What follows belongs to an exercise in optimizing a design on an open flow for small area, a short achievable clock period and few clock cycles per item; a production flow would make more cautious choices.
Only simulation tests tie the RTL to the original design; equivalence was not proved.
Power figures rest on the tool's default switching activity, not on a simulated workload.

==> design.v <==
`timescale 1ns/10ps
parameter   IN          = 2;   
parameter   ICH         = 3;   
parameter   OCH         = 2;   
parameter   IX          = 8;   
parameter   IY          = 4;   
parameter	KX			= 4;   
parameter	KY			= 3;   
parameter   OX          = 5;   
parameter   OY          = 2;   
parameter	DATA_LEN	= 32;  
 `timescale 1ns/10ps
module cnn_kernel (
    clk             ,
    reset_n         ,
    i_soft_reset    ,
    i_cnn_weight    ,
    i_in_valid      ,
    i_in_fmap       ,
    o_ot_valid      ,
    o_ot_kernel_acc              
    );
 parameter   IN          = 2;   
parameter   ICH         = 3;   
parameter   OCH         = 2;   
parameter   IX          = 8;   
parameter   IY          = 4;   
parameter	KX			= 4;   
parameter	KY			= 3;   
parameter   OX          = 5;   
parameter   OY          = 2;   
parameter	DATA_LEN	= 32;  
localparam LATENCY = 2;
localparam ELEM_LEN = 8;             
localparam MUL_LEN  = 2*ELEM_LEN;    
input                               		clk         	;
input                               		reset_n     	;
input                               		i_soft_reset	;
input     [KX*KY*ELEM_LEN-1 : 0]  			i_cnn_weight 	;
input                               		i_in_valid  	;
input     [KX*KY*ELEM_LEN-1 : 0]  			i_in_fmap    	;
output                              		o_ot_valid  	;
output    [DATA_LEN-1 : 0]  				o_ot_kernel_acc ;
wire    [LATENCY-1 : 0] 	ce;
reg     [LATENCY-1 : 0] 	r_valid;
always @(posedge clk or negedge reset_n) begin
    if(!reset_n) begin
        r_valid   <= {LATENCY{1'b0}};
    end else if(i_soft_reset) begin
        r_valid   <= {LATENCY{1'b0}};
    end else begin
        r_valid[LATENCY-2]  <= i_in_valid;
        r_valid[LATENCY-1]  <= r_valid[LATENCY-2];
    end
end
assign	ce = r_valid;
wire      [KY*KX*MUL_LEN-1 : 0]    mul  ;
reg       [KY*KX*MUL_LEN-1 : 0]    r_mul;
genvar mul_idx;
generate
	for(mul_idx = 0; mul_idx < KY*KX; mul_idx = mul_idx + 1) begin : gen_mul
		assign  mul[mul_idx * MUL_LEN +: MUL_LEN]	= $signed(i_in_fmap[mul_idx * ELEM_LEN +: ELEM_LEN]) * $signed(i_cnn_weight[mul_idx * ELEM_LEN +: ELEM_LEN]);
		always @(posedge clk or negedge reset_n) begin
		    if(!reset_n) begin
		        r_mul[mul_idx * MUL_LEN +: MUL_LEN] <= {MUL_LEN{1'b0}};
		    end else if(i_soft_reset) begin
		        r_mul[mul_idx * MUL_LEN +: MUL_LEN] <= {MUL_LEN{1'b0}};
		    end else if(i_in_valid)begin
		        r_mul[mul_idx * MUL_LEN +: MUL_LEN] <= mul[mul_idx * MUL_LEN +: MUL_LEN];
		    end
		end
	end
endgenerate
reg       [DATA_LEN-1 : 0]    acc_kernel 	;
reg       [DATA_LEN-1 : 0]    r_acc_kernel  ;
integer acc_idx;
always @ (*) begin
	acc_kernel[0 +: DATA_LEN]= {DATA_LEN{1'b0}};
	for(acc_idx =0; acc_idx < KY*KX; acc_idx = acc_idx +1) begin
		acc_kernel[0 +: DATA_LEN] = acc_kernel[0 +: DATA_LEN] + {{(DATA_LEN-MUL_LEN){r_mul[acc_idx*MUL_LEN+MUL_LEN-1]}}, r_mul[acc_idx*MUL_LEN +: MUL_LEN]}; 
	end
end
always @(posedge clk or negedge reset_n) begin
	if(!reset_n) begin
		r_acc_kernel[0 +: DATA_LEN] <= {DATA_LEN{1'b0}};
	end else if(i_soft_reset) begin
		r_acc_kernel[0 +: DATA_LEN] <= {DATA_LEN{1'b0}};
	end else if(ce[LATENCY-2])begin
		r_acc_kernel[0 +: DATA_LEN] <= acc_kernel[0 +: DATA_LEN];
	end
end
assign o_ot_valid = r_valid[LATENCY-1];
assign o_ot_kernel_acc = r_acc_kernel;
endmodule
 `timescale 1ns/10ps
module cnn_topCore (
    clk             ,
    reset_n         ,
    i_soft_reset    ,
    i_in_valid      ,
    i_in_kind       ,
    i_in_data       ,
    o_in_ready      ,
    o_ot_valid      ,
    o_ot_data       ,
    i_ot_ready
    );
 parameter   IN          = 2;   
parameter   ICH         = 3;   
parameter   OCH         = 2;   
parameter   IX          = 8;   
parameter   IY          = 4;   
parameter	KX			= 4;   
parameter	KY			= 3;   
parameter   OX          = 5;   
parameter   OY          = 2;   
parameter	DATA_LEN	= 32;  
localparam ELEM_LEN  = 8;
localparam PACK      = DATA_LEN/ELEM_LEN;           
localparam W_ELEMS   = OCH*ICH*KY*KX;               
localparam F_ELEMS   = ICH*IY*IX;                   
localparam O_ELEMS   = OCH*OY*OX;                   
localparam W_WORDS   = W_ELEMS/PACK;                
localparam F_WORDS   = F_ELEMS/PACK;                
input                       clk         	;
input                       reset_n     	;
input                       i_soft_reset	;
input                       i_in_valid  	;
input                       i_in_kind   	;    
input     [DATA_LEN-1 : 0]  i_in_data   	;
output                      o_in_ready  	;
output                      o_ot_valid  	;
output    [DATA_LEN-1 : 0]  o_ot_data   	;
input                       i_ot_ready  	;
localparam ST_LOAD  = 2'd0;
localparam ST_ISSUE = 2'd1;
localparam ST_WAIT  = 2'd2;
localparam ST_OUT   = 2'd3;
reg [1:0] present_state;
reg [4:0] w_ptr;             
reg [4:0] f_ptr;             
reg [4:0] o_ptr;             
reg       och;
reg [1:0] ich;
reg       oy;
reg [2:0] ox;
reg [ELEM_LEN-1 : 0] wbuf [0 : W_ELEMS-1];
reg [ELEM_LEN-1 : 0] fbuf [0 : F_ELEMS-1];
reg [DATA_LEN-1 : 0] obuf [0 : O_ELEMS-1];
wire in_fire  = i_in_valid & o_in_ready & !i_soft_reset;
wire ot_fire  = o_ot_valid & i_ot_ready & !i_soft_reset;
wire w_fire   = in_fire &  i_in_kind;
wire f_fire   = in_fire & !i_in_kind;
wire                  w_ot_valid_temp;
wire [DATA_LEN-1 : 0] w_ot_kernel_acc_temp;
wire                  load = (present_state == ST_ISSUE);
wire last_ox  = (ox  == OX-1);
wire last_oy  = (oy  == OY-1);
wire last_ich = (ich == ICH-1);
wire last_och = (och == OCH-1);
always @(posedge clk or negedge reset_n) begin
    if(!reset_n) begin
        present_state <= ST_LOAD;
        w_ptr <= 0;
        f_ptr <= 0;
        o_ptr <= 0;
        och <= 0; ich <= 0; oy <= 0; ox <= 0;
    end else if(i_soft_reset) begin
        present_state <= ST_LOAD;
        w_ptr <= 0;
        f_ptr <= 0;
        o_ptr <= 0;
        och <= 0; ich <= 0; oy <= 0; ox <= 0;
    end else begin
        case (present_state)
            ST_LOAD: begin
                if(w_fire) w_ptr <= (w_ptr == W_WORDS-1) ? 5'd0 : w_ptr + 5'd1;
                if(f_fire) begin
                    if(f_ptr == F_WORDS-1) begin
                        f_ptr <= 0;
                        present_state <= ST_ISSUE;
                        och <= 0; ich <= 0; oy <= 0; ox <= 0;
                    end else begin
                        f_ptr <= f_ptr + 5'd1;
                    end
                end
            end
            ST_ISSUE: present_state <= ST_WAIT;
            ST_WAIT: begin
                if(w_ot_valid_temp) begin
                    present_state <= ST_ISSUE;
                    ox <= last_ox ? 3'd0 : ox + 3'd1;
                    if(last_ox) begin
                        oy <= last_oy ? 1'b0 : oy + 1'b1;
                        if(last_oy) begin
                            ich <= last_ich ? 2'd0 : ich + 2'd1;
                            if(last_ich) begin
                                och <= last_och ? 1'b0 : och + 1'b1;
                                if(last_och) begin
                                    present_state <= ST_OUT;
                                    o_ptr <= 0;
                                end
                            end
                        end
                    end
                end
            end
            ST_OUT: begin
                if(ot_fire) begin
                    if(o_ptr == O_ELEMS-1) begin
                        o_ptr <= 0;
                        present_state <= ST_LOAD;
                    end else begin
                        o_ptr <= o_ptr + 5'd1;
                    end
                end
            end
        endcase
    end
end
integer p;
always @(posedge clk) begin
    if(present_state == ST_LOAD && w_fire) begin
        for(p = 0; p < PACK; p = p+1)
            wbuf[w_ptr*PACK + p] <= i_in_data[p*ELEM_LEN +: ELEM_LEN];
    end
    if(present_state == ST_LOAD && f_fire) begin
        for(p = 0; p < PACK; p = p+1)
            fbuf[f_ptr*PACK + p] <= i_in_data[p*ELEM_LEN +: ELEM_LEN];
    end
end
always @(posedge clk) begin
    if(!i_soft_reset && present_state == ST_WAIT && w_ot_valid_temp) begin
        obuf[och*OY*OX + oy*OX + ox] <= (ich == 0) ? w_ot_kernel_acc_temp
                                      : obuf[och*OY*OX + oy*OX + ox] + w_ot_kernel_acc_temp;
    end
end
reg [KX*KY*ELEM_LEN-1 : 0] w_cnn_weight;
reg [KX*KY*ELEM_LEN-1 : 0] w_in_fmap_kernel;
integer kx, ky;
always @(*) begin
    for(ky = 0; ky < KY; ky = ky+1) begin
        for(kx = 0; kx < KX; kx = kx+1) begin
            w_cnn_weight[(ky*KX+kx)*ELEM_LEN +: ELEM_LEN]     = wbuf[((och*ICH + ich)*KY + ky)*KX + kx];
            w_in_fmap_kernel[(ky*KX+kx)*ELEM_LEN +: ELEM_LEN] = fbuf[(ich*IY + oy + ky)*IX + ox + kx];
        end
    end
end
cnn_kernel u_cnn_kernel(
.clk             (clk            ),
.reset_n         (reset_n        ),
.i_soft_reset    (i_soft_reset   ),
.i_cnn_weight    (w_cnn_weight   ),
.i_in_valid      (load           ),
.i_in_fmap       (w_in_fmap_kernel),
.o_ot_valid      (w_ot_valid_temp),
.o_ot_kernel_acc (w_ot_kernel_acc_temp)
);
assign o_in_ready = (present_state == ST_LOAD);
assign o_ot_valid = (present_state == ST_OUT);
assign o_ot_data  = obuf[o_ptr];
endmodule
==> run.sh <==
#!/bin/bash
# synth_recipe.tcl (not shown) runs the flow's synth.tcl, then flattens the netlist and writes it again
# the make line also repeats each setting of config.mk as NAME=value (left out here)
make -C /OpenROAD-flow-scripts/flow DESIGN_CONFIG=/design/flow/config.mk WORK_HOME=/design/flow/orfs CLKGATE_MAP_FILE= SYNTH_SCRIPT=/design/flow/synth_recipe.tcl finish
==> config.mk <==
export PLATFORM = sky130hd
export DESIGN_NAME = cnn_topCore
export DESIGN_NICKNAME = cnn_topCore
export VERILOG_FILES = /design/flow/design.v
export SDC_FILE = /design/flow/constraint.sdc
export NUM_CORES = 4
export LEC_CHECK = 0
export CAP_MARGIN = 20
export CORE_MARGIN = 2
export CORE_UTILIZATION = 40
export SLEW_MARGIN = 20
==> constraint.sdc <==
create_clock -name core_clock -period 10.0 [get_ports {clk}]
set_input_delay 2.0000 -clock core_clock [delete_from_list [all_inputs] [get_ports {clk}]]
set_output_delay 2.0000 -clock core_clock [all_outputs]
set_load 0.01 [all_outputs]
==> impl_metrics.yaml <==
setup_path:
  worst_setup_path_start_kind: "flop"
  cp.arrival_ps: 10400
  cp_max_fo: 31
  crit_top_cell: "inv_1"
  required_ps: 10750
  crit_path_end_kind: "flop"
  r2r_setup_slack_ps: 340
  r2r-end: "u_cnn_kernel.r_mul[63]"
  max_stage_delay_ps: 1190
  rr_worst_depth: 32
  reg2reg_from: "och"
  critPathKind: "reg2reg"
  cpMaxStageDelayCell: "fa_4"
floorplanning:
  start_util: 0.402
  die_w_microns: 626
  ioPinCount: 72
  die_h_microns: 626
  die_area_sq_mm: 0.392
  core_sq_mm: 0.385
  rows: 228
worst_hold_path:
  hold_class: "reg2reg"
  worstHoldEndpoint: "u_cnn_kernel.r_mul[48]"
  holdPathStages: 2
  min-delay-start: "u_cnn_kernel.r_mul[48]"
synth:
  synth_nets: 12300
  synth_area_leaders: "edfxtp_1, mux4_2, fa_1, dfrtp_1, mux2i_1"
  synth-edff-count: 1984
  ys_async_sr_fraction: 0.112
  synthFlopType: "edfxtp_1"
  synthCells: 11000
  ys_ff_latch: 2234
  yosys.area.top_type: "edfxtp_1"
  syn-cell-area_sq_mm: 0.155
  synth_most_common_cell: "edfxtp_1"
  yosysWarnings: 2
  yosysSeqAreaShare: 0.425
  synth_commonest_cells: "edfxtp_1, mux4_2, inv_1, fa_1, nand2_1"
  syn_avg_cell_area_sq_um: 14.0
  ys_types: 83
  netlist.area_leader.share: 0.385
grt:
  grt-ovfl-total: 0
  grt_pass1_wl_microns: 730000
  grt_pass1_vias: 102000
  antenna_found_initial: 28
  grt_max_degree: 193
  grt_use_total: 0.257
routing:
  drc: 0
  wl_microns: 510000
  drtIter0Drc: 12300
  num_vias: 101000
  detail-route-antenna-nets: 0
  via_per_inst: 6.10
  firstDrtPassIters: 6
  wire_per_inst_microns: 30.9
timing:
  finalMaxSlewViolations: 0
  worstMarginPinSlew_ps: 1220
  tns_ps: 0
  rsz0062_at_grt: "no"
  hold_viol: 0
  fmaxAchievable_mhz: 104
  setup_viol_count_final: 0
  worst_slack_ps: 340
  max_slew_margin: 0.180
  holdWs_ps: 480
  fin_crit_sh: 0.966
  finClkSkew_ps: 97.5
  min_period_ps: 9660
cells_and_area:
  drive_gt1_frac: 0.243
  area_delta_synth_final_pct: 10.9
  design_area_sq_mm: 0.172
  nets: 12400
  stdcell_count: 16500
  final_util: 0.446
power:
  ir_drop_mv: 0.164
  p_leak_nw: 60.0
  powerDensity_mw_per_mm2: 123
  finalPower_mw: 21.1
place:
  dp_slack_ps: 191
  dp_hpwl_microns: 356000
  place_area_sq_mm: 0.163
  port_buffers: 71
  gp_congestion: 0.945
  dp.cells: 16100
cts:
  clkSinkCount: 2234
  clockRootBuffer: "clkbuf_16"
  numCtsBuffers: 244
  insertion_delay_ps: 1000
  clk_pin_slew_worst_paths_ps: 60
  cts_tree: "built"
  post-cts-setup-buffers: 0
  clockBufferDepth: 4
  htree_levels: 4
status:
  status: "finished clean"
flow_run:
  maxCapViolCount: 0
[worst max path at each step]
stage,startpoint,to,cells after the start
floorplan,ich[1],u_cnn_kernel.r_mul[62],32
global placement,och,u_cnn_kernel.r_mul[63],32
detailed placement,och,u_cnn_kernel.r_mul[63],32
CTS,och,u_cnn_kernel.r_mul[63],32
global route,och,u_cnn_kernel.r_mul[30],28
finish,och,u_cnn_kernel.r_mul[63],32
[flip-flops by register name, summed over array words and instances, names as in the netlist]
register                   cells
obuf                         640
f_ptr                          5
w_ptr                          5
present_state                  2
ox                             3
u_cnn_kernel.r_valid           2
och                            1
o_ptr                          5
ich                            2
oy                             1
fbuf                         768
u_cnn_kernel.r_mul           192
wbuf                         576
u_cnn_kernel.r_acc_kernel     32
[final cells by class]
type | count | area, sq um
inverters | 1106 | 4160
multi-input cells | 7069 | 82700
diodes | 18 | 45.0
clock buffers | 289 | 6420
flip-flops and latches | 2234 | 65900
repair buffers | 471 | 4350
clock inverters | 159 | 1770
well taps | 5175 | 6470
fillers | 33800 | 214000
[power by group]
part           internal, mW  total (mW)  switching, mW
logic                 0.592        1.54          0.945
registers              10.1        10.1        0.00942
clock network          5.42        9.38           3.96
[metal layers]
layer | vias up | part of all wire | global-route usage | wire [microns]
met1 | 52900 | 0.39 | 0.342 | 198000
li1 | 41400 | - | - | -
met5 | - | 0.00017 | 0 | 87
met3 | 1056 | 0.099 | 0.0577 | 50400
met4 | 12 | 0.055 | 0.117 | 27800
met2 | 5360 | 0.46 | 0.404 | 233000
[placed cells by master, fill, tap and decap left out, types with 40 or more instances in the layout]
master / synthesis / routed
a211oi_1: 50 / 50
a21o_1: 72 / 72
a21oi_1: 327 / 309
a22o_1: 51 / 51
a31oi_1: 40 / 40
buf_12: 1 / 53
buf_4: 53 / 346
clkbuf_16: 0 / 247
clkinv_1: 2 / 44
clkinv_2: 0 / 47
dfrtp_1: 250 / 240
edfxtp_1: 1984 / 1984
fa_1: 833 / 831
ha_1: 431 / 423
inv_1: 1098 / 1097
mux2_2: 232 / 232
mux2i_1: 551 / 549
mux4_2: 1413 / 1413
nand2_1: 747 / 745
nand2b_1: 133 / 131
nand3_1: 91 / 91
nor2_1: 701 / 650
nor2_4: 0 / 51
nor2b_1: 109 / 108
o211ai_1: 54 / 54
o21ai_0: 342 / 332
o21ai_1: 75 / 67
o22ai_1: 55 / 55
or2_1: 45 / 45
or2_2: 90 / 90
xnor2_1: 185 / 173
xor2_1: 96 / 91
[critical path: cells and delay by family (launching register included)]
kind | cells | cell delay (ps)
xor+xnor | 1 | 170
compound gates | 9 | 1700
buf+inv | 11 | 1500
fa+ha+maj | 9 | 4670
mux | 2 | 730
flops | 1 | 600
[cell families after synthesis]
group / share of synthesized area
flops: 0.425
mux: 0.261
simple gates: 0.0584
buf+inv: 0.0471
fa+ha+maj: 0.143
compound gates: 0.0498
xor+xnor: 0.0164
[what timing repair did]
| item | in CTS | in global routing |
|---|---|---|
| hold buffers | 0 | 0 |
| endpoints found under the setup margin | 0 | 6 |
| gates resized for setup | 0 | 8 |
Testbench counts, summed over its fixed seeds: cycles 28,816, images 128.

-- separate check: timing with driven ports --
The results above use ideal ports. As a check the final layout listed here was re-extracted and re-timed, cells and wires unchanged. Step 1 (the two cells are an assumption about what drives the block):
set clk [get_ports {clk}]
set_driving_cell -lib_cell sky130_fd_sc_hd__clkbuf_16 $clk
set_driving_cell -lib_cell sky130_fd_sc_hd__buf_2 [delete_from_list [all_inputs] $clk]
Step 2 also shifts input and output timing later by t, the mid clock arrival at the registers, as if the neighbouring blocks saw the same clock. Slacks: ideal ports / drivers / drivers and shift; pairs: ideal ports / drivers.
t (ns): 1.050
slack for setup (ns): 0.340 / 0.340 / 0.340
worst setup path at the end: register to register
clock arrival spread, ns: 0.107 / 0.107
cell pins on the clock port's net: 1
After both steps this run still meets setup and hold. The setup slack of this run moves by 0.000 ns with the drivers and by 0.000 ns with both steps.
